Background: an optimization exercise with open tools, aiming at small area and a short achievable clock period. Do not read the settings as production practice.
The RTL was checked by simulation tests, not by an equivalence proof against the original design.
Power and IR drop assume default switching activity.

$ cat design/flow/constraint.sdc
create_clock -name core_clock -period 11.0 [get_ports {clk}]
set_input_delay 2.2000 -clock core_clock [delete_from_list [all_inputs] [get_ports {clk}]]
set_output_delay 2.2000 -clock core_clock [all_outputs]
set_load 0.01 [all_outputs]
$ cat design/flow/config.mk
export PLATFORM = sky130hd
export DESIGN_NAME = mips_pipe
export DESIGN_NICKNAME = mips_pipe
export VERILOG_FILES = /design/flow/design.v
export SDC_FILE = /design/flow/constraint.sdc
export NUM_CORES = 4
export LEC_CHECK = 0
export CAP_MARGIN = 20
export CORE_MARGIN = 2
export CORE_UTILIZATION = 40
export PLACE_DENSITY = 0.55
export SLEW_MARGIN = 20
$ cat design/flow/design.v
`timescale 1ns / 1ps
module ALU(
input signed [31:0] alu_a,
input signed [31:0] alu_b,
input [4:0] alu_op,
output [31:0] alu_out,
output reg flag
);
assign alu_out = alu_out2;
reg [31:0] alu_out2;
reg [31:0] alutp;
always @(*)
begin
	flag=0;
	alu_out2=32'b0;
	alutp=alu_a;
	case(alu_op)
		5'h0:
			alu_out2=32'b0;
		5'h1:
			alu_out2=alu_a+alu_b;
		5'h2:
			alu_out2=alu_a-alu_b;
		5'h3:
			alu_out2=alu_a&alu_b;
		5'h4:
			alu_out2=alu_a|alu_b;
		5'h5:
			alu_out2=alu_a^alu_b;
		5'h6:
			alu_out2=~(alu_a|alu_b);
		5'h7:  
			begin
				if(alu_a[31]==0 && (!(alu_a==32'b0)))
					flag=1;
				else
					flag=0;
			end
		5'h8:  
			begin
				if(alu_a[31]==0)
					flag=1;
				else
					flag=0;
			end
		5'h9:  
			begin
				if(alu_a[31]==1)
					flag=1;
				else
					flag=0;
			end
		5'hA:  
			begin
				if(alu_a[31]==1 || (alu_a==32'b0))
					flag=1;
				else
					flag=0;
			end		
		5'hB:  
			begin
				if(alu_a==alu_b)
					flag=1;
				else
					flag=0;
			end
		5'hC:  
			begin
				if(alu_a==alu_b)
					flag=0;
				else
					flag=1;
			end
		5'hD:  
			alu_out2=alu_a << alu_b;
		5'hE:  
			alu_out2=alu_a>>alu_b;
		5'hF:  
			alu_out2=alu_a>>>alu_b;
		5'h1E:  
		begin
			alutp=~(alu_a);
			if(alutp[31:0]==32'b0)
				alu_out2=32'd32;
			else if(alutp[31:1]==31'b0)
				alu_out2=32'd31;
			else if(alutp[31:2]==30'b0)
				alu_out2=32'd30;
			else if(alutp[31:3]==29'b0)
				alu_out2=32'd29;
			else if(alutp[31:4]==28'b0)
				alu_out2=32'd28;
			else if(alutp[31:5]==27'b0)
				alu_out2=32'd27;
			else if(alutp[31:6]==26'b0)
				alu_out2=32'd26;
			else if(alutp[31:7]==25'b0)
				alu_out2=32'd25;
			else if(alutp[31:8]==24'b0)
				alu_out2=32'd24;
			else if(alutp[31:9]==23'b0)
				alu_out2=32'd23;
			else if(alutp[31:10]==22'b0)
				alu_out2=32'd22;
			else if(alutp[31:11]==21'b0)
				alu_out2=32'd21;
			else if(alutp[31:12]==20'b0)
				alu_out2=32'd20;
			else if(alutp[31:13]==19'b0)
				alu_out2=32'd19;
			else if(alutp[31:14]==18'b0)
				alu_out2=32'd18;
			else if(alutp[31:15]==17'b0)
				alu_out2=32'd17;
			else if(alutp[31:16]==16'b0)
				alu_out2=32'd16;
			else if(alutp[31:17]==15'b0)
				alu_out2=32'd15;
			else if(alutp[31:18]==14'b0)
				alu_out2=32'd14;
			else if(alutp[31:19]==13'b0)
				alu_out2=32'd13;
			else if(alutp[31:20]==12'b0)
				alu_out2=32'd12;
			else if(alutp[31:21]==11'b0)
				alu_out2=32'd11;
			else if(alutp[31:22]==10'b0)
				alu_out2=32'd10;
			else if(alutp[31:23]==9'b0)
				alu_out2=32'd9;
			else if(alutp[31:24]==8'b0)
				alu_out2=32'd8;
			else if(alutp[31:25]==7'b0)
				alu_out2=32'd7;
			else if(alutp[31:26]==6'b0)
				alu_out2=32'd6;
			else if(alutp[31:27]==5'b0)
				alu_out2=32'd5;
			else if(alutp[31:28]==4'b0)
				alu_out2=32'd4;
			else if(alutp[31:29]==3'b0)
				alu_out2=32'd3;
			else if(alutp[31:30]==2'b0)
				alu_out2=32'd2;
			else if(alutp[31]==1'b0)
				alu_out2=32'd1;
			else
				alu_out2=32'd0;
		end
		5'h1F:  
		begin
			alutp=alu_a;
			if(alutp[31:0]==32'b0)
				alu_out2=32'd32;
			else if(alutp[31:1]==31'b0)
				alu_out2=32'd31;
			else if(alutp[31:2]==30'b0)
				alu_out2=32'd30;
			else if(alutp[31:3]==29'b0)
				alu_out2=32'd29;
			else if(alutp[31:4]==28'b0)
				alu_out2=32'd28;
			else if(alutp[31:5]==27'b0)
				alu_out2=32'd27;
			else if(alutp[31:6]==26'b0)
				alu_out2=32'd26;
			else if(alutp[31:7]==25'b0)
				alu_out2=32'd25;
			else if(alutp[31:8]==24'b0)
				alu_out2=32'd24;
			else if(alutp[31:9]==23'b0)
				alu_out2=32'd23;
			else if(alutp[31:10]==22'b0)
				alu_out2=32'd22;
			else if(alutp[31:11]==21'b0)
				alu_out2=32'd21;
			else if(alutp[31:12]==20'b0)
				alu_out2=32'd20;
			else if(alutp[31:13]==19'b0)
				alu_out2=32'd19;
			else if(alutp[31:14]==18'b0)
				alu_out2=32'd18;
			else if(alutp[31:15]==17'b0)
				alu_out2=32'd17;
			else if(alutp[31:16]==16'b0)
				alu_out2=32'd16;
			else if(alutp[31:17]==15'b0)
				alu_out2=32'd15;
			else if(alutp[31:18]==14'b0)
				alu_out2=32'd14;
			else if(alutp[31:19]==13'b0)
				alu_out2=32'd13;
			else if(alutp[31:20]==12'b0)
				alu_out2=32'd12;
			else if(alutp[31:21]==11'b0)
				alu_out2=32'd11;
			else if(alutp[31:22]==10'b0)
				alu_out2=32'd10;
			else if(alutp[31:23]==9'b0)
				alu_out2=32'd9;
			else if(alutp[31:24]==8'b0)
				alu_out2=32'd8;
			else if(alutp[31:25]==7'b0)
				alu_out2=32'd7;
			else if(alutp[31:26]==6'b0)
				alu_out2=32'd6;
			else if(alutp[31:27]==5'b0)
				alu_out2=32'd5;
			else if(alutp[31:28]==4'b0)
				alu_out2=32'd4;
			else if(alutp[31:29]==3'b0)
				alu_out2=32'd3;
			else if(alutp[31:30]==2'b0)
				alu_out2=32'd2;
			else if(alutp[31]==1'b0)
				alu_out2=32'd1;
			else
				alu_out2=32'd0;
		end
		5'h10:  
			begin
				alu_out2[31:16]=alu_b[15:0];
				alu_out2[15:0]=alu_a[15:0];
			end
		5'h11:  
			begin
				alu_out2[31:16]=alu_a[31:16];
				alu_out2[15:0]=alu_b[15:0];
			end
		5'h12:  
			alu_out2=alu_a;
		5'h13:
			alu_out2=alu_b;
		default:
			alu_out2=32'hcccccccc;
	endcase
end
endmodule
`timescale 1ns / 1ps
module ALUmodule(
	input clk,
	input rst_n,
	input alu_stall,
	input alu_bubble,
	input [31:0] pc,
	input [31:0] ir,
	input [4:0] regaddr1,
	input [4:0] regaddr2,
	input [4:0] regaddr3,
	input [31:0] alu_a,
	input [31:0] alu_b,
	input [4:0] op,
	input [5:0] optype,
	input [31:0] swdata,
	input [4:0] a_bwregaddr,
	input [31:0] a_bw_data,
	input a_valid,
	input [4:0] b_bwregaddr,
	input [31:0] b_bw_data,
	input b_valid,
	output [31:0] walu_out,
	output wflag,
	output reg to_valid,
	output reg [4:0] to_regaddr3,
	output reg [31:0] alu_out,  
	output reg flag,
	output reg [31:0] to_swdata,
	output reg [31:0] to_pc,
	output reg [31:0] to_ir,
	output reg [5:0] to_optype
);
reg [31:0] local_d1;
reg [31:0] local_d2;
reg [31:0] local_swdata;
always@(*)
begin
	local_d1=alu_a;
	local_d2=alu_b;
	local_swdata=swdata;
	if(optype==6'h00 || optype==6'h12)  
	begin
		if(a_bwregaddr==regaddr1 && a_valid)
		begin
			local_d1=a_bw_data;
		end
		else if(b_bwregaddr==regaddr1 && b_valid)
		begin
			local_d1=b_bw_data;
		end
		else
		begin
			local_d1=alu_a;
		end
		if(a_bwregaddr==regaddr2 && a_valid)
		begin
			local_d2=a_bw_data;
		end
		else if(b_bwregaddr==regaddr2 && b_valid)
		begin
			local_d2=b_bw_data;
		end
		else
		begin
			local_d2=alu_b;
		end
	end
	else if(optype==6'h01 || optype==6'h02 || optype==6'h04 || optype==6'h05
		|| optype==6'h10 || optype==6'h13 || optype==6'h14)
	begin  
		if(a_bwregaddr==regaddr1 && a_valid)
		begin
			local_d1=a_bw_data;
		end
		else if(b_bwregaddr==regaddr1 && b_valid)
		begin
			local_d1=b_bw_data;
		end
		else
		begin
			local_d1=alu_a;
		end
		if(a_bwregaddr==regaddr2 && a_valid)
		begin
			local_swdata=a_bw_data;
		end
		else if(b_bwregaddr==regaddr2 && b_valid)
		begin
			local_swdata=b_bw_data;
		end
		else
		begin
			local_swdata=swdata;
		end
	end
	else
	begin
	end
end
ALU u_ALU(
	.alu_a(local_d1),
	.alu_b(local_d2),
	.alu_op(op),
	.alu_out(walu_out),
	.flag(wflag)
);
always@(posedge clk or negedge rst_n)
begin
	if(~rst_n)
	begin
		alu_out<=32'hCCCC_CCCC;
		flag<=0;
	end
	else
	begin
		alu_out<=walu_out;
		flag<=wflag;
	end
end
reg [31:0] local_pc;
reg [31:0] local_ir;
reg [31:0] local_optype;
always@(*)
begin
	if(alu_stall)
	begin
		local_pc=to_pc;
		local_ir=to_ir;
		local_optype=to_optype;
	end
	else if(alu_bubble)
	begin
		local_optype=6'h3F;
	end
	begin
		local_pc=pc;
		local_ir=ir;
		local_optype=optype;
	end
end
always@(posedge clk or negedge rst_n)
begin
	if(~rst_n)
	begin
		to_pc<=32'h0;
		to_ir<=32'h0;
		to_optype<=6'h3F;
		to_regaddr3<=5'h0;
		to_valid<=0;
		to_swdata<=32'h0;
	end
	else if(alu_stall)
	begin
		to_pc<=local_pc;
		to_ir<=local_ir;
		to_optype<=local_optype;
		to_swdata<=local_swdata;
	end
	else
	begin
		to_pc<=pc;
		to_ir<=ir;
		to_optype<=optype;
		to_swdata<=local_swdata;
		to_regaddr3<=regaddr3;
		if(local_optype==6'h00 || local_optype==6'h01 || local_optype==6'h02
		|| local_optype==6'h04 || local_optype==6'h05 || local_optype==6'h06 || local_optype==6'h13)
			to_valid<=1;
		else
			to_valid<=0;
	end
end
endmodule
`timescale 1ns / 1ps
module DMemModule(
	input clk,
	input rst_n,
	input dmem_stall,
	input dmem_bubble,
	input [31:0] pc,
	input [31:0] ir,
	input [4:0] regaddr3,
	input [31:0] alu_ans,
	input [31:0] swdata,
	input [5:0] optype,
	input [6:0] sw,
	output reg [5:0] to_optype,
	output reg [4:0] to_regaddr3,
	output [31:0] outdata,
	output reg [31:0] smg,
	output reg [7:0] led,
	output dmem_we,
	output dmem_re,
	output [4:0] dmem_addr,
	output [31:0] dmem_wdata,
	input [31:0] dmem_rdata
);
wire we;
wire [31:0] douta;
assign we = optype==6'h14 ? 1 : 0;
assign dmem_we = we;
assign dmem_re = optype==6'h13 ? 1 : 0;
assign dmem_addr = alu_ans[6:2];
assign dmem_wdata = swdata;
assign douta = dmem_rdata;
reg [6:0] local_sw;
always@(posedge clk or negedge rst_n)
begin
	if(~rst_n)
	begin
		smg<=32'h0;
		led<=8'hFD;
		local_sw<=7'h0;
	end
	else
	begin
		local_sw<=sw;
		if(we && alu_ans==32'h78 )  
		begin
			smg<=swdata;
		end
		else if(we && alu_ans==32'h7C )  
		begin
			led<=swdata[7:0];
		end
		else
		begin
		end
	end
end
reg [31:0] temp_aluans;
always@(posedge clk or negedge rst_n)
begin
	if(~rst_n)
		temp_aluans<=32'hCCCC_CCCC;
	else if(!dmem_stall)
		temp_aluans<=alu_ans;
	else
	begin
	end
end
reg [31:0] local_alu_ans;
reg [5:0] local_optype;
always@(posedge clk or negedge rst_n)
begin
	if(~rst_n)
	begin
		local_alu_ans<=32'h0;
		local_optype<=6'h3f;
	end
	else
	begin
		local_alu_ans<=alu_ans;
		local_optype<=optype;
	end
end
reg [1:0] which;
always@(posedge clk or negedge rst_n)
begin
	if(~rst_n)
		which<=2'h0;
	else
		if(optype==6'h13 && alu_ans==32'h74)
			which<=2'h1;
		else if(optype==6'h13)
			which<=2'h2;
		else
			which<=2'h3;
end
assign outdata = which==2'h1 ? $unsigned(local_sw) : (which==2'h2 ? douta : local_alu_ans);
always@(posedge clk or negedge rst_n)
begin
	if(~rst_n)
	begin
		to_optype<=6'h3F;
		to_regaddr3<=5'h0;
	end
	else if(dmem_bubble)
	begin
		to_optype<=6'h3F;
	end
	else if(!dmem_stall)
	begin
		to_optype<=optype;
		to_regaddr3<=regaddr3;
	end
	else
	begin
	end
end
endmodule
`timescale 1ns / 1ps
module IMemModule(
	input clk,
	input rst_n,
	input [31:0] addr,
	output reg [31:0] pc,
	output [31:0] ir,
	output [6:0] imem_addr,
	input [31:0] imem_rdata
);
assign imem_addr = addr[8:2];
assign ir = imem_rdata;
always@(posedge clk or negedge rst_n)
begin
	if(~rst_n)
		pc<=32'h0;
	else
		pc<=addr;
end
endmodule
`timescale 1ns / 1ps
module IR_reg(
	input clk,
	input rst_n,
	input [31:0] pc,
	input [31:0] ir,
	input is_int,
	input ir_stall,
	input ir_bubble,
	input preg_we,
	input [4:0] pregaddr3,
	input [31:0] pregvalue3,
	output reg [31:0] next_pc,
	output reg [31:0] next_ir,
	output reg [4:0] regaddr1,
	output reg [4:0] regaddr2,
	output reg [4:0] regaddr3,  
	output [31:0] alu_a,
	output  [31:0] alu_b,  
	output [31:0] swdata,  
	output reg [4:0] op,
	output reg [5:0] optype,  
	output reg RTI,
	output syscall
);
assign syscall = ir==32'h0000_000C ? 1 : 0;
wire [31:0] regout1;
wire [31:0] regout2;
assign swdata = regout2;
reg [31:0] next_temppc;
reg [31:0] local_swdata;
reg [4:0] ir_local_regaddr1;
reg [4:0] ir_local_regaddr2;
reg [4:0] ir_local_regaddr3;
reg [5:0] ir_local_optype;
reg [4:0] ir_local_op;
reg [4:0] hold_op;
reg [5:0] hold_optype;
reg [31:0] hold_temppc;
reg [4:0] hold_regaddr1;
reg [4:0] hold_regaddr2;
reg [4:0] hold_regaddr3;
always@(posedge clk or negedge rst_n)
begin
	if(~rst_n)
	begin
		hold_op<=5'h0;
		hold_optype<=6'h0;
		hold_temppc<=32'h0;
		hold_regaddr1<=5'h0;
		hold_regaddr2<=5'h0;
		hold_regaddr3<=5'h0;
	end
	else
	begin
		hold_op<=ir_local_op;
		hold_optype<=ir_local_optype;
		hold_temppc<=next_temppc;
		hold_regaddr1<=ir_local_regaddr1;
		hold_regaddr2<=ir_local_regaddr2;
		hold_regaddr3<=ir_local_regaddr3;
	end
end
always@(*)
begin
	ir_local_op=hold_op;
	ir_local_optype=hold_optype;
	next_temppc=hold_temppc;
	if(ir_stall)
	begin
		ir_local_op=op;
		ir_local_optype=optype;
		next_temppc=next_pc;
	end
	else if(ir_bubble || is_int)  
	begin
		ir_local_op=5'h0;
		ir_local_optype=6'h3F;
	end
	else if(ir==32'h0)
	begin
		ir_local_op=5'h0;
		ir_local_optype=6'h3F;
	end
	else if(ir==32'h4200_0018)  
	begin
		ir_local_optype=6'h20;
	end
	else if(ir==32'h0000_000C)  
	begin
		ir_local_op=5'h12;
		ir_local_optype=6'h21;
	end
	else
	begin
		next_temppc=pc;
		case(ir[31:26])
			6'h0:
			begin
				if(ir[5:0]==6'b001000)  
				begin
					ir_local_optype=6'h10;
					ir_local_op=5'h12;  
				end
				else if(ir[5:0] == 6'b000000)  
				begin
					ir_local_op=5'hD;
					ir_local_optype=6'h01;
				end
				else if(ir[5:0] == 6'b000010)  
				begin
					ir_local_op=5'hE;
					ir_local_optype=6'h01;
				end
				else if(ir[5:0] == 6'b000011)  
				begin
					ir_local_op=5'hF;
					ir_local_optype=6'h01;
				end
				else
				begin
					ir_local_optype=6'h00;
					if(ir[5:0]==6'b10_0000)  
					begin
						ir_local_op=5'h01;
					end
					else if(ir[5:0]==6'b10_0001)  
					begin
						ir_local_op=5'h01;
					end
					else if(ir[5:0]==6'b10_0010)  
					begin
						ir_local_op=5'h02;
					end
					else if(ir[5:0]==6'b10_0011)  
					begin
						ir_local_op=5'h02;
					end
					else if(ir[5:0]==6'b10_0100)  
					begin
						ir_local_op=5'h03;
					end
					else if(ir[5:0]==6'b10_0101)  
					begin
						ir_local_op=5'h04;
					end
					else if(ir[5:0]==6'b10_0110)  
					begin
						ir_local_op=5'h05;
					end
					else if(ir[5:0]==6'b10_0111)  
					begin
						ir_local_op=5'h06;
					end
					else if(ir[5:0]==6'b00_0100)  
					begin
						ir_local_op=5'h0D;
					end
					else if(ir[5:0]==6'b00_0110)  
					begin
						ir_local_op=5'h0E;
					end
					else if(ir[5:0]==6'b00_0111)  
					begin
						ir_local_op=5'h0F;
					end
					else
					begin
					end
				end
			end  
			6'b01_1100:  
			begin
				if(ir[5:0]==6'b10_0001)  
				begin
					ir_local_optype=6'h02;
					ir_local_op=5'h1E;
				end
				else if(ir[5:0]==6'b10_0000)  
				begin
					ir_local_optype=6'h02;
					ir_local_op=5'h1F;
				end
				else
				begin
				end
			end
			6'b00_1000:  
			begin
				ir_local_optype=6'h04;
				ir_local_op=5'h01;
			end
			6'b00_1100:  
			begin
				ir_local_optype=6'h05;
				ir_local_op=5'h03;
			end
			6'b00_1101:  
			begin
				ir_local_optype=6'h05;
				ir_local_op=5'h04;
			end
			6'b00_1110:  
			begin
				ir_local_optype=6'h05;
				ir_local_op=5'h05;
			end
			6'b00_1111:  
			begin
				ir_local_optype=6'h06;
				ir_local_op=5'h10;
			end
			6'b00_1001:  
			begin
				ir_local_optype=6'h06;
				ir_local_op=5'h11;
			end
			6'b00_0010:  
			begin
				ir_local_optype=6'h11;
				ir_local_op=5'h13;  
			end
			6'b00_0100:  
			begin
				ir_local_optype=6'h12;
				ir_local_op=5'h0B;
			end
			6'b00_0101:  
			begin
				ir_local_optype=6'h12;
				ir_local_op=5'h0C;
			end
			6'b00_0111:  
			begin
				ir_local_optype=6'h12;
				ir_local_op=5'h07;
			end
			6'b00_0110:  
			begin
				ir_local_optype=6'h12;
				ir_local_op=5'h0A;
			end
			6'b00_0001:  
			begin
				if(ir[16])  
				begin
					ir_local_optype=6'h12;
					ir_local_op=5'h08;
				end
				else  
				begin
					ir_local_optype=6'h12;
					ir_local_op=5'h09;
				end
			end
			6'b10_0011:  
			begin
				ir_local_optype=6'h13;
				ir_local_op=5'h01;
			end
			6'b101011:  
			begin
				ir_local_optype=6'h14;
				ir_local_op=5'h01;
			end
			default:
			begin
			end
		endcase
	end
end
reg [31:0] tpimm;
always@(posedge clk or negedge rst_n)
begin
	if(~rst_n)
	begin
		tpimm<=32'h0;
	end
	else
	begin
		if(ir_local_optype==6'h01)
			tpimm<=$unsigned(ir[10:6]);
		else if(ir_local_optype==6'h04 || ir_local_optype==6'h13 || ir_local_optype==6'h14)
			tpimm<=$signed(ir[15:0]);
		else if(ir_local_optype==6'h05 || ir_local_optype==6'h06)
			tpimm<=$unsigned(ir[15:0]);
		else if(ir_local_optype==6'h11)
			tpimm<={$unsigned(ir[25:0]),2'h0};
		else
		begin
		end
	end
end
reg is_reg_or_imm;
always@(posedge clk or negedge rst_n)
begin
	if(~rst_n)
	begin
		is_reg_or_imm<=0;
	end
	else
	begin
		if(ir_local_optype==6'h01 || ir_local_optype==6'h04 || ir_local_optype==6'h05
	 || ir_local_optype==6'h06  || ir_local_optype==6'h13  || ir_local_optype==6'h14  || ir_local_optype==6'h11)
		begin
			is_reg_or_imm<=1;
		end
		else
			is_reg_or_imm<=0;
	end
end
reg is_shamt;
always@(posedge clk or negedge rst_n)
begin
	if(~rst_n)
		is_shamt<=0;
	else
	begin
		if(ir_local_optype==6'h01)
			is_shamt<=1;
		else
			is_shamt<=0;
	end
end
assign alu_a = is_shamt? regout2 : regout1;
assign alu_b = is_reg_or_imm ? tpimm : regout2;
always@(*)
begin
	RTI=0;
	ir_local_regaddr1=hold_regaddr1;
	ir_local_regaddr2=hold_regaddr2;
	ir_local_regaddr3=hold_regaddr3;
	if(ir_stall)
	begin
		ir_local_regaddr1=regaddr1;
		ir_local_regaddr2=regaddr2;
		ir_local_regaddr3=regaddr3;
	end
	else if(ir_local_optype==6'h3F)  
	begin
		ir_local_regaddr1=5'h0;
		ir_local_regaddr2=5'h0;
		ir_local_regaddr3=5'h0;
	end
	else if(ir_local_optype==6'h00)  
	begin
		ir_local_regaddr1=ir[25:21];
		ir_local_regaddr2=ir[20:16];
		ir_local_regaddr3=ir[15:11];
	end
	else if(ir_local_optype==6'h01)  
	begin
		ir_local_regaddr1=ir[20:16];
		ir_local_regaddr3=ir[15:11];
	end
	else if(ir_local_optype==6'h02)  
	begin
		ir_local_regaddr1=ir[25:21];
		ir_local_regaddr3=ir[15:11];
	end
	else if(ir_local_optype==6'h04)  
	begin
		ir_local_regaddr1=ir[25:21];
		ir_local_regaddr3=ir[20:16];
	end
	else if(ir_local_optype==6'h05)  
	begin
		ir_local_regaddr1=ir[25:21];
		ir_local_regaddr3=ir[20:16];
	end
	else if(ir_local_optype==6'h06)  
	begin
		ir_local_regaddr3=ir[20:16];
	end
	else if(ir_local_optype==6'h10)  
	begin
		ir_local_regaddr1=ir[25:21];
	end
	else if(ir_local_optype==6'h11)  
	begin
	end
	else if(ir_local_optype==6'h12)  
	begin
		ir_local_regaddr1=ir[25:21];
		ir_local_regaddr2=ir[20:16];
	end
	else if(ir_local_optype==6'h13)  
	begin
		ir_local_regaddr1=ir[25:21];
		ir_local_regaddr3=ir[20:16];
	end
	else if(ir_local_optype==6'h14)  
	begin
		ir_local_regaddr1=ir[25:21];
		ir_local_regaddr2=ir[20:16];
	end
	else if(ir_local_optype==6'h20)  
	begin
		RTI=1;
	end
	else if(ir_local_optype==6'h21)  
	begin
		ir_local_regaddr1=5'h2;   
	end
	else
	begin
	end
end
reg two_bubble;
always@(posedge clk or negedge rst_n)
begin
	if(~rst_n)
	begin
		optype<=6'h3F;  
		op<=5'h0;
		regaddr1<=5'h0;
		regaddr2<=5'h0;
		regaddr3<=5'h0;
		next_pc<=32'h0;
		next_ir<=32'h0;
		two_bubble<=1;
	end
	else
	begin
		next_pc<=next_temppc;
		next_ir<=ir;
		if(two_bubble)
		begin
			two_bubble<=0;
			optype<=6'h3F;
		end
		else
		begin
			optype<=ir_local_optype;
		end
		op<=ir_local_op;
		regaddr1<=ir_local_regaddr1;
		regaddr2<=ir_local_regaddr2;
		regaddr3<=ir_local_regaddr3;   
	end
end
REG_FILE u_REG_FILE(
	.clk(clk),
	.rst_n(rst_n),
	.r1_addr(ir_local_regaddr1),
	.r2_addr(ir_local_regaddr2),
	.r3_addr(pregaddr3),  
	.r3_din(pregvalue3),
	.r3_wr(preg_we),
	.r1_dout(regout1),
	.r2_dout(regout2)
);
endmodule
`timescale 1ns / 1ps
module REG_FILE(
	input clk,
	input rst_n,
	input [4:0] r1_addr,
	input [4:0] r2_addr,
	input [4:0] r3_addr,
	input [31:0] r3_din,
	input r3_wr,
	output [31:0] r1_dout,
	output [31:0] r2_dout
);
reg [31:0] now_regs[31:0];
reg [31:0] next_regs[31:0];
reg [4:0] local_r1_addr;
reg [4:0] local_r2_addr;
assign r1_dout=  (r3_wr == 1 && local_r1_addr==r3_addr) ? r3_din : now_regs[local_r1_addr][31:0];
assign r2_dout=  (r3_wr == 1 && local_r2_addr==r3_addr) ? r3_din : now_regs[local_r2_addr][31:0];
always@(posedge clk or negedge rst_n)
begin
	if(~rst_n)
	begin
		local_r1_addr<=5'h0;
		local_r2_addr<=5'h0;
	end
	else
	begin
		local_r1_addr<=r1_addr;
		local_r2_addr<=r2_addr;
	end
end
always@(posedge clk or negedge rst_n)
begin
	if(~rst_n)
	begin
		now_regs[0]<=32'b0;
		now_regs[1]<=32'b0;
		now_regs[2]<=32'b0;
		now_regs[3]<=32'b0;
		now_regs[4]<=32'b0;
		now_regs[5]<=32'b0;
		now_regs[6]<=32'b0;
		now_regs[7]<=32'b0;
		now_regs[8]<=32'b0;
		now_regs[9]<=32'b0;
		now_regs[10]<=32'b0;
		now_regs[11]<=32'b0;
		now_regs[12]<=32'b0;
		now_regs[13]<=32'b0;
		now_regs[14]<=32'b0;
		now_regs[15]<=32'b0;
		now_regs[16]<=32'b0;
		now_regs[17]<=32'b0;
		now_regs[18]<=32'b0;
		now_regs[19]<=32'b0;
		now_regs[20]<=32'b0;
		now_regs[21]<=32'b0;
		now_regs[22]<=32'b0;
		now_regs[23]<=32'b0;
		now_regs[24]<=32'b0;
		now_regs[25]<=32'b0;
		now_regs[26]<=32'b0;
		now_regs[27]<=32'b0;
		now_regs[28]<=32'b0;
		now_regs[29]<=32'b0;
		now_regs[30]<=32'b0;
		now_regs[31]<=32'b0;
	end
	else
	begin
		now_regs[0]<=next_regs[0];
		now_regs[1]<=next_regs[1];
		now_regs[2]<=next_regs[2];
		now_regs[3]<=next_regs[3];
		now_regs[4]<=next_regs[4];
		now_regs[5]<=next_regs[5];
		now_regs[6]<=next_regs[6];
		now_regs[7]<=next_regs[7];
		now_regs[8]<=next_regs[8];
		now_regs[9]<=next_regs[9];
		now_regs[10]<=next_regs[10];
		now_regs[11]<=next_regs[11];
		now_regs[12]<=next_regs[12];
		now_regs[13]<=next_regs[13];
		now_regs[14]<=next_regs[14];
		now_regs[15]<=next_regs[15];
		now_regs[16]<=next_regs[16];
		now_regs[17]<=next_regs[17];
		now_regs[18]<=next_regs[18];
		now_regs[19]<=next_regs[19];
		now_regs[20]<=next_regs[20];
		now_regs[21]<=next_regs[21];
		now_regs[22]<=next_regs[22];
		now_regs[23]<=next_regs[23];
		now_regs[24]<=next_regs[24];
		now_regs[25]<=next_regs[25];
		now_regs[26]<=next_regs[26];
		now_regs[27]<=next_regs[27];
		now_regs[28]<=next_regs[28];
		now_regs[29]<=next_regs[29];
		now_regs[30]<=next_regs[30];
		now_regs[31]<=next_regs[31];
		if(r3_wr)
			now_regs[r3_addr]<=r3_din;
		else
		begin
		end
	end
end
always@(*)
begin
	next_regs[0]=now_regs[0];
	next_regs[1]=now_regs[1];
	next_regs[2]=now_regs[2];
	next_regs[3]=now_regs[3];
	next_regs[4]=now_regs[4];
	next_regs[5]=now_regs[5];
	next_regs[6]=now_regs[6];
	next_regs[7]=now_regs[7];
	next_regs[8]=now_regs[8];
	next_regs[9]=now_regs[9];
	next_regs[10]=now_regs[10];
	next_regs[11]=now_regs[11];
	next_regs[12]=now_regs[12];
	next_regs[13]=now_regs[13];
	next_regs[14]=now_regs[14];
	next_regs[15]=now_regs[15];
	next_regs[16]=now_regs[16];
	next_regs[17]=now_regs[17];
	next_regs[18]=now_regs[18];
	next_regs[19]=now_regs[19];
	next_regs[20]=now_regs[20];
	next_regs[21]=now_regs[21];
	next_regs[22]=now_regs[22];
	next_regs[23]=now_regs[23];
	next_regs[24]=now_regs[24];
	next_regs[25]=now_regs[25];
	next_regs[26]=now_regs[26];
	next_regs[27]=now_regs[27];
	next_regs[28]=now_regs[28];
	next_regs[29]=now_regs[29];
	next_regs[30]=now_regs[30];
	next_regs[31]=now_regs[31];
end
endmodule
`timescale 1ns / 1ps
module WriteBack(
	input clk,
	input rst_n,
	input ipvalid,
	input [4:0] regaddr3,
	input [31:0] regdata,
	input [5:0] optype,
	output reg to_valid,
	output reg [4:0] to_regaddr3,
	output [31:0] to_regdata,
	output reg [31:0] delay_regdata,
	output reg reg_we
);
assign to_regdata=regdata;
wire local_reg_we;
assign local_reg_we = ( optype==6'h0 || optype==6'h1 || optype==6'h2 || optype==6'h4
	|| optype==6'h5 || optype==6'h6 || optype==6'h13) ? 1 : 0;
always@(posedge clk or negedge rst_n)
begin
	if(~rst_n)
		delay_regdata<=32'hCCCC_CCCC;
	else
		delay_regdata<=regdata;
end
always@(posedge clk or negedge rst_n)
begin
	if(~rst_n)
		to_valid<=0;
	else
		to_valid<=ipvalid;
end
always@(posedge clk or negedge rst_n)
begin
	if(~rst_n)
		reg_we<=0;
	else
		reg_we<=local_reg_we;
end
always@(posedge clk or negedge rst_n)
begin
	if(~rst_n)
		to_regaddr3<=5'h0;
	else
		to_regaddr3<=regaddr3;
end
endmodule
`timescale 1ns / 1ps
module branch(
	input clk,
	input rst_n,
	input [5:0] optype,
	input [31:0] pc,
	input [31:0] ir,
	input [31:0] walu_out,
	input wflag,
	output reg pcjump,
	output reg [31:0] real_pc,
	output reg ir_bubble
);
wire [31:0] tempdd;
assign tempdd = {$signed(ir[15:0]),2'h0};
reg ir_bubble_two;
always@(posedge clk or negedge rst_n)
begin
	if(~rst_n)
	begin
		ir_bubble_two<=0;
	end
	else
	begin
		if(!ir_bubble_two && ir_bubble==1)
			ir_bubble_two<=1;
		else
			ir_bubble_two<=0;
	end
end
always@(*)
begin
	real_pc = walu_out;
	if(optype==6'h12 && wflag)  
	begin
		ir_bubble=1;
		real_pc = pc+tempdd+32'h4;  
	end
	else if(optype==6'h10 || optype==6'h11)  
	begin
		real_pc = walu_out;
		ir_bubble=1;
	end
	else if(optype==6'h21)
	begin
		ir_bubble=1;
	end
	else
	begin
		if(!ir_bubble_two)
			ir_bubble=0;
		else
			ir_bubble=1;
	end
end
always@(*)
begin
	if((optype==6'h12 && wflag) || optype==6'h10 || optype==6'h11)
	begin
		pcjump=1;
	end
	else
		pcjump=0;
end
endmodule
`timescale 1ns / 1ps
module interrupt(
	input clk,
	input rst_n,
	input buttonint,
	input syscall,
	input RTI,
	output reg to_syscall,
	output reg to_button,
	output reg start_int,
	output reg [31:0] int_id
);
always@(posedge clk or negedge rst_n)
begin
	if(~rst_n)
	begin
		to_syscall<=0;
		to_button<=0;
	end
	else
	begin
		to_syscall<=syscall;
		to_button<=buttonint;
	end
end
reg has_int;
reg citai;
reg [15:0] count;
reg resetflag;
always@(posedge clk or negedge rst_n)
begin
	if(~rst_n)
	begin
		count<=15'h0;
		resetflag<=0;
	end
	else if(has_int)
	begin
		if(count==15'd500)
		begin
			resetflag<=1;
			count<=15'd0;
		end
		else
		begin
			resetflag<=0;
			count<=count+15'h1;
		end
	end
	else
	begin
	end
end
always@(posedge clk or negedge rst_n)
begin
	if(~rst_n)
	begin
		has_int<=0;
		start_int<=0;
		int_id<=0;
	end
	else if(!citai)
	begin
		if(buttonint)
		begin
			int_id<=32'h4;
			has_int<=1;
			start_int<=1;
		end
		else if(syscall)
		begin
			int_id<=32'h0;
			has_int<=1;
			start_int<=1;
		end
		else
		begin
		end
	end
	else
	begin
		if(RTI)
			has_int<=0;
		else if(resetflag)
			has_int<=0;
		else
			has_int<=citai;
		start_int<=0;
	end
end
always@(*)
begin
	citai=has_int;
end
endmodule
`timescale 1ns / 1ps
module pc(
	input clk,
	input rst_n,
	input syscall,
	input button,
	input [31:0] target,
	input [31:0] int_id,
	input start_int,
	input RTI,
	input pc_stall,
	input pc_jump,
	output [31:0] pc
);
assign pc=now_pc;
reg [31:0] now_pc;
reg [31:0] next_pc;
always@(posedge clk or negedge rst_n)
begin
	if(~rst_n)
		now_pc<=32'b0;
	else
		now_pc<=next_pc;
end
reg [31:0] int_pc;
always@(posedge clk or negedge rst_n)
begin
	if(~rst_n)
		int_pc<=32'b0;
	else if(start_int && syscall)
		int_pc<=now_pc-32'h4;
	else if(start_int && button)
		int_pc<=now_pc-32'h8;
	else
	begin
	end
end
reg flg;
reg [2:0] ct;
always@(posedge clk or negedge rst_n)
begin
	if(~rst_n)
	begin
		flg<=0;
		ct<=3'h0;
	end
	else
	begin
		if(start_int && button)
			flg<=1;
		else
		begin
		end
		if(ct!=3'h3 && flg)
		begin
			ct<=ct+3'h1;
		end
		else
		begin
			ct<=3'h0;
			flg<=0;
		end
	end
end
wire [31:0] base;
assign base = 32'h40;
always@(*)
begin
	if(RTI)
		next_pc=int_pc;
	else if(start_int)
		next_pc=(base+int_id)<<2;
	else if(pc_stall)
		next_pc=now_pc;
	else if(pc_jump)
		next_pc=target;
	else
		next_pc=now_pc+32'h4;
end
endmodule
`timescale 1ns / 1ps
module mips_pipe(
	input clk,
	input rst_n,
	input [6:0] sw,
	input buttonpress,
	output [6:0] imem_addr,
	input [31:0] imem_rdata,
	output dmem_we,
	output dmem_re,
	output [4:0] dmem_addr,
	output [31:0] dmem_wdata,
	input [31:0] dmem_rdata,
	output [31:0] smg_data,
	output [7:0] led
);
wire button;
assign button = buttonpress;
wire ir_to_int_syscall;
wire imem_to_int_RTI;
wire int_to_pc_start_int;
wire [31:0] int_to_pc_int_id;
wire int_to_pc_syscall;
wire int_to_pc_button;
wire [4:0] dmem_to_wb_regaddr3;
wire [4:0] wb_to_reg_regaddr3;
wire [31:0] wb_to_reg_delay_regdata;
wire wb_to_reg_reg_we;
wire [31:0] wb_to_reg_regdata;
interrupt u_interrupt(
	.clk(clk),
	.rst_n(rst_n),
	.buttonint(button),
	.syscall(ir_to_int_syscall),
	.RTI(imem_to_int_RTI),
	.to_syscall(int_to_pc_syscall),
	.to_button(int_to_pc_button),
	.start_int(int_to_pc_start_int),
	.int_id(int_to_pc_int_id)
);
wire [31:0] branch_to_pc_target;
wire pc_stall;
assign pc_stall = 0;
wire pc_jump;
wire [31:0] pc_to_imem_pc;
pc u_pc(
	.clk(clk),
	.rst_n(rst_n),
	.syscall(int_to_pc_syscall),
	.button(int_to_pc_button),
	.target(branch_to_pc_target),
	.int_id(int_to_pc_int_id),
	.start_int(int_to_pc_start_int),
	.RTI(imem_to_int_RTI),
	.pc_stall(pc_stall),
	.pc_jump(pc_jump),
	.pc(pc_to_imem_pc)
);
wire [31:0] imem_to_reg_pc;
wire [31:0] imem_to_reg_ir;
IMemModule u_IMemModule(
	.clk(clk),
	.rst_n(rst_n),
	.addr(pc_to_imem_pc),
	.pc(imem_to_reg_pc),
	.ir(imem_to_reg_ir),
	.imem_addr(imem_addr),
	.imem_rdata(imem_rdata)
);
wire ir_stall;
assign ir_stall = 0;
wire ir_bubble;
wire [31:0] reg_to_alu_pc;
wire [31:0] reg_to_alu_ir;
wire [4:0] reg_to_alu_regaddr1;
wire [4:0] reg_to_alu_regaddr2;
wire [4:0] reg_to_alu_regaddr3;
wire [31:0] reg_to_alu_alu_a;
wire [31:0] reg_to_alu_alu_b;
wire [31:0] reg_to_alu_swdata;
wire [4:0] reg_to_alu_op;
wire [5:0] reg_to_alu_optype;
IR_reg u_IR_reg(
	.clk(clk),
	.rst_n(rst_n),
	.pc(imem_to_reg_pc),
	.ir(imem_to_reg_ir),
	.is_int(buttonpress),
	.ir_stall(ir_stall),
	.ir_bubble(ir_bubble),
	.preg_we(wb_to_reg_reg_we),
	.pregaddr3(wb_to_reg_regaddr3),
	.pregvalue3(wb_to_reg_delay_regdata),
	.next_pc(reg_to_alu_pc),
	.next_ir(reg_to_alu_ir),
	.regaddr1(reg_to_alu_regaddr1),
	.regaddr2(reg_to_alu_regaddr2),
	.regaddr3(reg_to_alu_regaddr3),
	.alu_a(reg_to_alu_alu_a),
	.alu_b(reg_to_alu_alu_b),
	.swdata(reg_to_alu_swdata),
	.op(reg_to_alu_op),
	.optype(reg_to_alu_optype),
	.RTI(imem_to_int_RTI),
	.syscall(ir_to_int_syscall)
);
wire alu_stall;
assign alu_stall=0;
wire alu_bubble;
assign alu_bubble=0;
wire [31:0] walu_out;
wire wflag;
wire [4:0] alu_to_dmem_regaddr3;
wire [31:0] alu_to_dmem_alu_out;
wire alu_to_branch_flag;
wire [31:0] alu_to_dmem_swdata;
wire [31:0] alu_to_dmem_pc;
wire [31:0] alu_to_dmem_ir;
wire [5:0] alu_to_dmem_optype;
wire [4:0] alu_to_alu_bwregaddr;
wire [31:0] alu_to_alu_bwdata;
wire [4:0] bw_to_alu_bwregaddr;
wire [31:0] bw_to_alu_bwdata;
assign alu_to_alu_bwregaddr = alu_to_dmem_regaddr3;
assign alu_to_alu_bwdata = alu_to_dmem_alu_out;
assign bw_to_alu_bwregaddr = wb_to_reg_regaddr3;
assign bw_to_alu_bwdata = wb_to_reg_regdata;
wire alu_to_alu_valid;
wire dmem_to_alu_valid;
ALUmodule u_ALUmodule(
	.clk(clk),
	.rst_n(rst_n),
	.alu_stall(alu_stall),
	.alu_bubble(alu_bubble),
	.pc(reg_to_alu_pc),
	.ir(reg_to_alu_ir),
	.regaddr1(reg_to_alu_regaddr1),
	.regaddr2(reg_to_alu_regaddr2),
	.regaddr3(reg_to_alu_regaddr3),
	.alu_a(reg_to_alu_alu_a),
	.alu_b(reg_to_alu_alu_b),
	.op(reg_to_alu_op),
	.optype(reg_to_alu_optype),
	.swdata(reg_to_alu_swdata),
	.a_valid(alu_to_alu_valid),
	.a_bwregaddr(alu_to_alu_bwregaddr),
	.a_bw_data(alu_to_alu_bwdata),
	.b_valid(dmem_to_alu_valid),
	.b_bwregaddr(dmem_to_wb_regaddr3),
	.b_bw_data(bw_to_alu_bwdata),
	.walu_out(walu_out),
	.wflag(wflag),
	.to_regaddr3(alu_to_dmem_regaddr3),
	.alu_out(alu_to_dmem_alu_out),
	.flag(alu_to_branch_flag),
	.to_swdata(alu_to_dmem_swdata),
	.to_valid(alu_to_alu_valid),
	.to_pc(alu_to_dmem_pc),
	.to_ir(alu_to_dmem_ir),
	.to_optype(alu_to_dmem_optype)
);
wire dmem_stall;
wire dmem_bubble;
wire [5:0] dmem_to_wb_optype;
wire [31:0] dmem_to_wb_outdata;
assign dmem_stall = 0;
assign dmem_bubble = 0;
DMemModule u_DMemModule(
	.clk(clk),
	.rst_n(rst_n),
	.dmem_stall(dmem_stall),
	.dmem_bubble(dmem_bubble),
	.pc(alu_to_dmem_pc),
	.ir(alu_to_dmem_ir),
	.regaddr3(alu_to_dmem_regaddr3),
	.alu_ans(alu_to_dmem_alu_out),
	.swdata(alu_to_dmem_swdata),
	.optype(alu_to_dmem_optype),
	.sw(sw),
	.to_optype(dmem_to_wb_optype),
	.to_regaddr3(dmem_to_wb_regaddr3),
	.outdata(dmem_to_wb_outdata),
	.smg(smg_data),
	.led(led),
	.dmem_we(dmem_we),
	.dmem_re(dmem_re),
	.dmem_addr(dmem_addr),
	.dmem_wdata(dmem_wdata),
	.dmem_rdata(dmem_rdata)
);
WriteBack u_WriteBack(
	.clk(clk),
	.rst_n(rst_n),
	.ipvalid(alu_to_alu_valid),
	.regaddr3(dmem_to_wb_regaddr3),
	.regdata(dmem_to_wb_outdata),
	.optype(dmem_to_wb_optype),
	.to_valid(dmem_to_alu_valid),
	.to_regaddr3(wb_to_reg_regaddr3),
	.to_regdata(wb_to_reg_regdata),
	.delay_regdata(wb_to_reg_delay_regdata),
	.reg_we(wb_to_reg_reg_we)
);
branch u_branch(
	.clk(clk),
	.rst_n(rst_n),
	.optype(reg_to_alu_optype),
	.pc(reg_to_alu_pc),
	.ir(reg_to_alu_ir),
	.walu_out(walu_out),
	.wflag(wflag),
	.pcjump(pc_jump),
	.real_pc(branch_to_pc_target),
	.ir_bubble(ir_bubble)
);
endmodule
$ cat design/flow/run.sh
#!/bin/bash
# synth_recipe.tcl (not shown) runs the flow's synth.tcl, then flattens the netlist and writes it again
# the make line also repeats each setting of config.mk as NAME=value (left out here)
make -C /OpenROAD-flow-scripts/flow DESIGN_CONFIG=/design/flow/config.mk WORK_HOME=/design/flow/orfs CLKGATE_MAP_FILE= SYNTH_SCRIPT=/design/flow/synth_recipe.tcl finish
==> summary.md <==
| Metric | Value |
|---|---|
| Share of the synthesized area in the top cell type | `roughly two fifths` |
| Max-slew headroom | `4.30%` |
| Post-CTS Hold Buffers | `0` |
| Post-DRT Antenna Nets | `0` |
| Iteration-0 DRC Markers | `between 15,000 and 20,000` |
| Worst-path clk slew | `approximately 60 ps` |
| Worst Max-Slew Pin Slew | `approximately 1400 ps` |
| Height of the die | `roughly 460 um` |
| Row count | `~170` |
| First-pass detailed-route iteration total | `13` |
| Vias/cell | `a little under 8` |
| First-pass GRT wire length | `just under 700,000 um` |
| Cells after Synth | `8,351` |
| Leading area contributor after synthesis | `dfrtp_1` |
| Mapped Area | `0.0828 mm2` |
| Setup violations, final | `0` |
| Setup CP Type | `reg2reg` |
| Warnings, synthesis | `12` |
| Min-delay src | `u_ALUmodule.to_optype[5]` |
| Worst R2R End | `u_IR_reg.tpimm[19]` |
| Vias in the first global route | `just under 80,000` |
| Max-slew violations | `0` |
| Slowest stage delay, CP | `between 900 and 1000 ps` |
| PortBufs | `159` |
| Power density over the cells | `178 mW/mm2` |
| Overflow after GRT | `0` |
| Max cap viols | `0` |
| Worst setup EP type | `register` |
| CTS tree | `yes` |
| Final Skew | `a little under 60 ps` |
| R2R depth | `19` |
| F_max | `around 0.095 GHz` |
| Skew-Pair Late Insertion Delay | `between 800 and 900 ps` |
| Total Routing Usage GR | `between 40% and 50%` |
| Worst path required time | `about 12,000 ps` |
| EDFF count, synth | `0` |
| Routed WL per cell | `roughly 47 um` |
| Layout net count | `8,466` |
| Status | `no timing/DRC/antenna violations` |
| Crit path top cell by count | `nand4_1` |
| Setup bufs post-CTS | `0` |
| RSZ-0062 raised after global routing | `no` |
| Fin area | `~0.094 mm2` |
| Clock buffer count from CTS | `around 160` |
| Final period utilization | `approximately 96%` |
| Via count | `approximately 86,000` |
| Fill count | `around 20,000` |
| Worst setup margin | `464 ps` |
| Layout cells sized above 1 | `24.8%` |
| Worst reg2reg path startpoint | `u_IR_reg.regaddr1[4]` |
| Layout Cells excl Fill | `around 11,000` |
| Cells along the critical path | `nand2b_1, nor2_2, buf_4, a2111oi_0, nand4_1, o221a_1, o32a_1, ha_1, nand4_1, nor4_1, nand4_1, a31oi_1, nor3b_1, a211oi_1, nor4b_4, o31a_1, nand2_1, nor2_1, a221o_1` |
| Setup tns final | `0 ps` |
| Core footprint | `roughly 0.2 mm2` |
| Worst slack, placed | `1470 ps` |
| Routed WL | `519,000 um` |
| Tmin final | `about 11,000 ps` |
| Layout area overhead | `13.2%` |
| Initial Util | `about two fifths` |
| Syn_nets | `8,541` |
| Drt drc | `0` |
| Flops & latches, synth | `about 1,400` |
| Largest net degree at the start of global routing | `164` |
| Hold Violations, Final | `0` |
| Hold Crit Class | `reg2reg` |
| Critical path arrival | `between 10,000 and 15,000 ps` |
| Crit start category | `register` |
| Die Span X | `around 460 um` |
| Leak Pwr | `around 43 nW` |
| Buf/Inv on CP | `1` |
| Sequential area share after synthesis | `approximately two fifths` |
| Crit Path Max Fanout | `27` |
| CP top delay family | `simple AND/OR/NAND/NOR gates` |
| Dominant cells by area after synthesis | `dfrtp_1, mux2_2, and3_1` |
| Hold path cells | `0` |
| Top FF cell, synth | `dfrtp_1` |
| Clock sinks | `1,353` |
| Synthesized area per cell | `9.91 um2` |
| Peak VDD IR | `roughly 0.17 mV` |
| Clock Path Buffers | `3` |
| Slowest-stage cell, CP | `nand4_1` |
| Antenna violations before repair | `96` |
| Async set-reset flop share out of synthesis | `100%` |
| CTS root buf | `clkbuf_16` |
| Min-Delay Endpoint | `u_DMemModule.to_optype[5]` |
| Synth unique cells | `121` |
| Cell Count Post-Placement | `~11,000` |
| R2R Setup Slk | `between 400 and 500 ps` |
| Placed instance area | `just under 0.09 mm2` |
| Post-DP HPWL | `around 350,000 um` |
| CTS H-tree lvls | `4` |
| Num ports | `160` |
| Post-CTS Resized | `0` |
| Gpl congestion | `between 1 and 1.5` |
| Die ar. | `around 0.21 mm2` |
kinds of logic after synthesis:
| group | after synthesis | share of synthesized area (%) |
|---|---|---|
| AND/OR/NAND/NOR | 2571 | 16.7 |
| AO/OA/AOI/OAI | 2015 | 17.7 |
| flip-flops | 1353 | 41.0 |
| multiplexers | 1279 | 17.1 |
| buffers and inverters | 947 | 4.95 |
| adder cells (fa/ha/maj) | 116 | 1.78 |
| XOR/XNOR | 69 | 0.730 |
| other | 1 | 0.00453 |
registers in the layout, summed over array words and instances, names as in the netlist, 7 cells and up:
name and flops:
u_IR_reg.tpimm 29, u_interrupt.count 16, u_pc.int_pc 7, u_DMemModule.led 8, u_ALUmodule.to_swdata 32, u_IR_reg.next_pc 7, u_IR_reg.u_REG_FILE.now_regs 1024, u_ALUmodule.alu_out 32
u_WriteBack.delay_regdata 32, u_IR_reg.next_ir 7, u_pc.now_pc 7, u_IMemModule.pc 7, u_DMemModule.local_alu_ans 32, u_DMemModule.local_sw 7, u_DMemModule.smg 32
cell usage after synthesis (142+ instances only):
| master | n |
|---|---|
| and3_1 | 596 |
| clkbuf_1 | 554 |
| dfrtp_1 | 1295 |
| a22oi_1 | 379 |
| inv_1 | 142 |
| o21ai_0 | 287 |
| a2111oi_0 | 151 |
| mux2_2 | 1098 |
| nand4_1 | 177 |
| mux2i_1 | 180 |
| nand3_1 | 358 |
| buf_2 | 148 |
| a21oi_1 | 297 |
| nor2_1 | 432 |
| nand2_1 | 448 |
layout make-up:
type	count	area, um2	share of cell area (%)
diodes	65	163	0.174
clock buffers	210	4320	4.61
clock inverters	72	1020	1.09
inverters	148	556	0.593
multi-input cells	6051	45500	48.5
flip-flops and latches	1353	34000	36.2
well taps	2688	3360	3.59
repair buffers	567	4870	5.20
layout by cell type, fill, tap and decap left out, types with 50 or more instances in the layout:
| master | synthesis | routed |
|---|---|---|
| mux2i_1 | 180 | 179 |
| a211oi_1 | 70 | 67 |
| ha_1 | 113 | 113 |
| and3_1 | 596 | 594 |
| mux2_2 | 1098 | 1098 |
| nand3_1 | 358 | 354 |
| a221oi_1 | 94 | 92 |
| diode_2 | 0 | 65 |
| nor3_1 | 128 | 117 |
| xnor2_1 | 51 | 51 |
| buf_4 | 22 | 388 |
| a2111oi_0 | 151 | 148 |
| inv_1 | 142 | 140 |
| a22o_1 | 71 | 71 |
| nor2_1 | 432 | 355 |
| o21ai_0 | 287 | 283 |
| dfstp_2 | 58 | 58 |
| clkbuf_16 | 0 | 155 |
| a31oi_1 | 50 | 50 |
| o211ai_1 | 60 | 60 |
| a22oi_1 | 379 | 379 |
| nand2_1 | 448 | 435 |
| dfrtp_1 | 1295 | 1281 |
| a21oi_1 | 297 | 297 |
| nand4_1 | 177 | 177 |
| o22ai_1 | 78 | 78 |
| clkdlybuf4s50_1 | 0 | 158 |
| nor4_1 | 81 | 70 |
worst max path at each step:
| stage | from | slack [ps] | endpoint | cells past startpoint |
|---|---|---|---|---|
| floorplan | dmem_rdata[2] | 3930 | u_pc.now_pc[5] | 23 |
| global placement | u_IR_reg.regaddr1[4] | 860 | u_IR_reg.tpimm[13] | 24 |
| detailed placement | u_IR_reg.regaddr2[3] | 1470 | u_IR_reg.tpimm[11] | 26 |
| CTS | u_IR_reg.regaddr2[3] | 1460 | u_IR_reg.tpimm[11] | 26 |
| global route | u_IR_reg.regaddr2[3] | 790 | u_IR_reg.tpimm[11] | 25 |
| finish | u_IR_reg.regaddr1[4] | 460 | u_IR_reg.tpimm[19] | 19 |
layer usage:
layer  vias up  GRT usage [%]  part of all wire, %
li1      31700              -                    -
met1     42800           61.0                   38
met2      8404           61.7                   38
met3      2675           23.8                   16
met4        66           33.2                  9.0
met5         -           2.39                 0.18
where the power goes:
part           internal, mW  switching [mW]  leakage, nW
Combinational          1.34            3.53         22.2
Sequential             5.36           0.938         18.1
Clock                  3.11            2.45         2.59
worst register-to-register path: stages, from the launching register on:
cell,delay (ps)
dfrtp_2,940
nand2b_1,920
nor2_2,190
buf_4,340
a2111oi_0,970
nand4_1,990
o221a_1,630
o32a_1,480
ha_1,470
nand4_1,390
nor4_1,770
nand4_1,480
a31oi_1,290
nor3b_1,80
a211oi_1,250
nor4b_4,360
o31a_1,560
nand2_1,230
nor2_1,830
a221o_1,300
metrics by stage:
stage	utilization, %	hold slack [ps]	power, mW
global route	45.6	356	17.0
CTS	45.5	350	16.3
detailed placement	42.9	357	10.8
floorplan	-	353	8.23
global placement	42.9	357	10.8
finish	45.7	355	16.7

[static timing again, ports no longer ideal]
The results above use ideal ports. As a check the final layout listed here was re-extracted and re-timed, cells and wires unchanged. Step 1: set_driving_cell puts a clkbuf_16 on clk and a buf_2 on each other input, an assumption about the parent block. Step 2 times the ports against the registers' clock, not the clock port: input delays grow and output delays shrink by t, the midpoint of the rising clock arrivals with the driver on. Three values: no drivers, after step 1, after step 2; two values: the first two.
t, ns: 0.952
setup slack, ns: 0.464 / 0.464 / 0.464
worst data-port slew with drivers (ns): 0.19
After both steps this run still meets setup and hold. For this run, drivers alone change the setup slack by 0.000 ns; drivers and shift together by 0.000 ns.
